What follows belongs to an exercise in optimizing a design on an open flow for small area, a short achievable clock period and few clock cycles per item; a production flow would make more cautious choices.
At most, simulation tests tie the RTL to the original design; equivalence was not proved.
Power figures rest on the tool's default switching activity, not on a simulated workload.

== alpha ==
==> flow/design.v (excerpt) <==
module custom_master_slave #(
	parameter MASTER_ADDRESSWIDTH = 28,
	parameter DATAWIDTH = 32
)
(
	input  logic clk,
	input  logic reset_n,
	input  logic [2:0] filter_sel,
	output logic [MASTER_ADDRESSWIDTH-1:0] master_address,
	output logic [DATAWIDTH-1:0] master_writedata,
	output logic master_write,
	output logic master_read,
	input  logic [DATAWIDTH-1:0] master_readdata,
	input  logic master_readdatavalid,
	input  logic master_waitrequest
);
Size: about 760 flip-flops, roughly 100 I/O pins, roughly 40000 µm² of cells after synthesis.
clock: 8.0 ns
lec_check: 0
cap_margin: 20
core_margin: 2
core_utilization: 50
cts_cluster_diameter: 100
cts_cluster_size: 30
place_density: 0.75
setup_slack_margin: 5
slew_margin: 20
synth_hierarchical: 1
synth_minimum_keep_size: 0
run.sh (not shown) runs the stock make flow with config.mk's settings and CLKGATE_MAP_FILE= SYNTH_SCRIPT=/design/flow/synth_recipe.tcl, a recipe that flattens the netlist after the stock synthesis.
The flow did not stop early for alpha: all stages ran, and the layout cleared the timing, DRC and antenna checks.
Testbench counts of alpha, summed over its fixed seeds: cycles 7,757,106, pixels 2,751,384.
Inputs modified between alpha and beta:
- CORE_UTILIZATION: 50 -> 40
- PLACE_DENSITY: 0.75 -> 0.6
[summary]
Delta (beta minus alpha): number of clock buffer instances in the layout essentially unchanged; part of the power in combinational logic increased 0.2 points. Taking alpha as the reference, in beta largest stage delay on the critical path increased by 0.07 ns relative to the old numbers; static leakage increased by 0.77% relative to the old numbers; proportion of total power due to net switching closely matched the old numbers. beta against alpha: overall global routing resource usage decreased 3.9 points; overall power after layout increased 0.00023 W. When beta is set beside alpha, its number of detailed-route iterations in the first pass turns out to be 3 smaller. Diff alpha -> beta: final clock period utilization by the worst path went down by 0.77 points, maximum frequency rose by 0.0070 GHz.


## 06-04
custom_master_slave, a different RTL version from the one above (not shown whole).
Size: roughly 3500 cells after synthesis, ~770 flip-flops, about 39000 um^2 of cells after synthesis.
Settings: LEC_CHECK=0, ABC_CLOCK_PERIOD_IN_PS=3000, CAP_MARGIN=20, CORE_MARGIN=2, CORE_UTILIZATION=40, PLACE_DENSITY=0.6, SETUP_SLACK_MARGIN=5, SLEW_MARGIN=20; clock period 8.0 ns.
Input-level comparison between 03-25 and 06-04:
diff --git a/flow/config.mk b/flow/config.mk
--- a/flow/config.mk
+++ b/flow/config.mk
@@ -7,3 +7,3 @@
 export LEC_CHECK = 0
-export ABC_CLOCK_PERIOD_IN_PS = 3000
+export ABC_CLOCK_PERIOD_IN_PS = 2200
 export CAP_MARGIN = 20
### Flow results
Between 06-04 and 03-25, the critical path arrival figures differ only marginally.
Total clock buffers created by CTS came out exactly the same in 03-25 and 06-04.
Between 03-25 and 06-04, the wire length figures differ only marginally.
Comparing 06-04 with 03-25, the proportion of cell area spent on the clock network came out essentially unchanged.
Summary of 03-25 over 06-04: power share of the clock group essentially unchanged; finished layout cell area essentially unchanged.
Function was not checked in any run of this note: the RTL went through the layout flow alone.


## build 90
Another version of the RTL of custom_master_slave (not shown whole).
Size: ~3700 cells after synthesis, ~770 flip-flops, ~100 I/O pins, roughly 40000 µm² of cells after synthesis.
## custom_master_slave
module custom_master_slave #(
	parameter MASTER_ADDRESSWIDTH = 28,
	parameter DATAWIDTH = 32
)
(
	input  logic clk,
	input  logic reset_n,
	input  logic [2:0] filter_sel,
	output logic [MASTER_ADDRESSWIDTH-1:0] master_address,
	output logic [DATAWIDTH-1:0] master_writedata,
	output logic master_write,
	output logic master_read,
	input  logic [DATAWIDTH-1:0] master_readdata,
	input  logic master_readdatavalid,
	input  logic master_waitrequest
);
clock: 8.0 ns
lec_check: 0
cap_margin: 20
core_margin: 2
core_utilization: 40
place_density: 0.6
setup_slack_margin: 5
slew_margin: 20
Testbench counts of build 90, summed over its fixed seeds: cycles 7,757,106, pixels 2,751,384.
Here is what was changed in the inputs of build 79 compared with build 90.
- an added SYNTH_HIERARCHICAL of 1
- an added SYNTH_MINIMUM_KEEP_SIZE of 0
Notes after the runs:
Build 79: done, clean on timing, DRC and antenna
Higher multi-input combinational cell count among build 79 and build 90: build 90
The lower share of final-layout standard cells stronger than drive strength 1 came out of build 79.
For build 90, the capturing instance or port of the critical path was la[1][7]$_DFF_P_, unlike build 79, where it was lb[0][1]$_DFF_P_.
The met2 wirelength from detailed routing of build 79 falls short of that of build 90 by about 2%.
Diff build 90 -> build 79: internal power of the cells went down, share of total power in sequential cells went up.
Build 79 ends up with lower number of setup buffers added after CTS than build 90 does.
The higher wire length after detailed routing of build 79 and build 90 is in build 79.
Delta(met2 track utilization from global routing, build 79 - build 90) < 0
Full die area sits higher in build 79 than in build 90.
The following lists how build 30 was set up differently from build 79:
- CTS_CLUSTER_DIAMETER newly set to 100
- CTS_CLUSTER_SIZE newly set to 30
Notes after the runs:
Compared with build 79, in build 30 power down about 14%; via count down 430. For clock period minus final worst setup slack, build 30 and build 79 come out practically identical.
The inputs of build 87 differ from those of build 30 as listed below.
- changing SETUP_SLACK_MARGIN from 5 to 4.8
Results
- Of build 87 and build 30, it is build 87 that has the lower number of buffers other than clock buffers in the final layout.
- The lower critical path arrival came out of build 30.
- In build 87, power is lower than in build 30.
- Taking build 30 as the reference, in build 87 fmax has decreased; area growth from synthesis to layout went down by 2.1 points.
- Build 87 vs. build 30: final area fell 1.9%; wire length fell 1.2%.
- Per the comparison of build 87 with build 30, depth of the worst register-to-register path decreased 1, combinational group share of total power decreased 1.0 points.

==> separate check: timing with driven ports <==
Ports are ideal in the flow. The routed layouts listed here were re-timed in OpenROAD. Step 1 sets driving cells, clkbuf_16 on the clock port and buf_2 on the other inputs (assumed; they add their load-dependent delay and slew). Step 2 adds t to the input delays and takes it off the output delays; t is the mean of the earliest and latest rising clock arrival at the registers after step 1. Input paths then give back, and output paths get back, about the clock's delay inside the block. Slacks: no drivers / after step 1 / after step 2; pairs: no drivers / after step 1.
| run | shift t [ns] | slack for setup (ns) | worst hold slack (ns) |
|---|---|---|---|
| alpha | 0.659 | 5.005 / 4.998 / 4.435 | 0.388 / 0.388 / 0.388 |
| beta | 0.664 | 5.066 / 5.000 / 4.410 | 0.393 / 0.393 / 0.393 |
| 06-04 | 0.719 | 4.452 / 4.452 / 4.155 | 0.409 / 0.409 / 0.409 |
| 03-25 | 0.719 | 4.452 / 4.452 / 4.155 | 0.409 / 0.409 / 0.409 |
| build 90 | 0.730 | 4.724 / 4.724 / 4.344 | 0.374 / 0.374 / 0.374 |
| build 79 | 0.710 | 4.819 / 4.819 / 4.246 | 0.364 / 0.364 / 0.364 |
| build 30 | 0.659 | 4.818 / 4.818 / 4.268 | 0.370 / 0.370 / 0.370 |
| build 87 | 0.657 | 4.768 / 4.768 / 4.189 | 0.371 / 0.371 / 0.371 |
After both steps every run listed still meets setup and hold. The setup slack of beta, which loses most, moves by -0.066 ns with the drivers and by -0.656 ns with both steps.
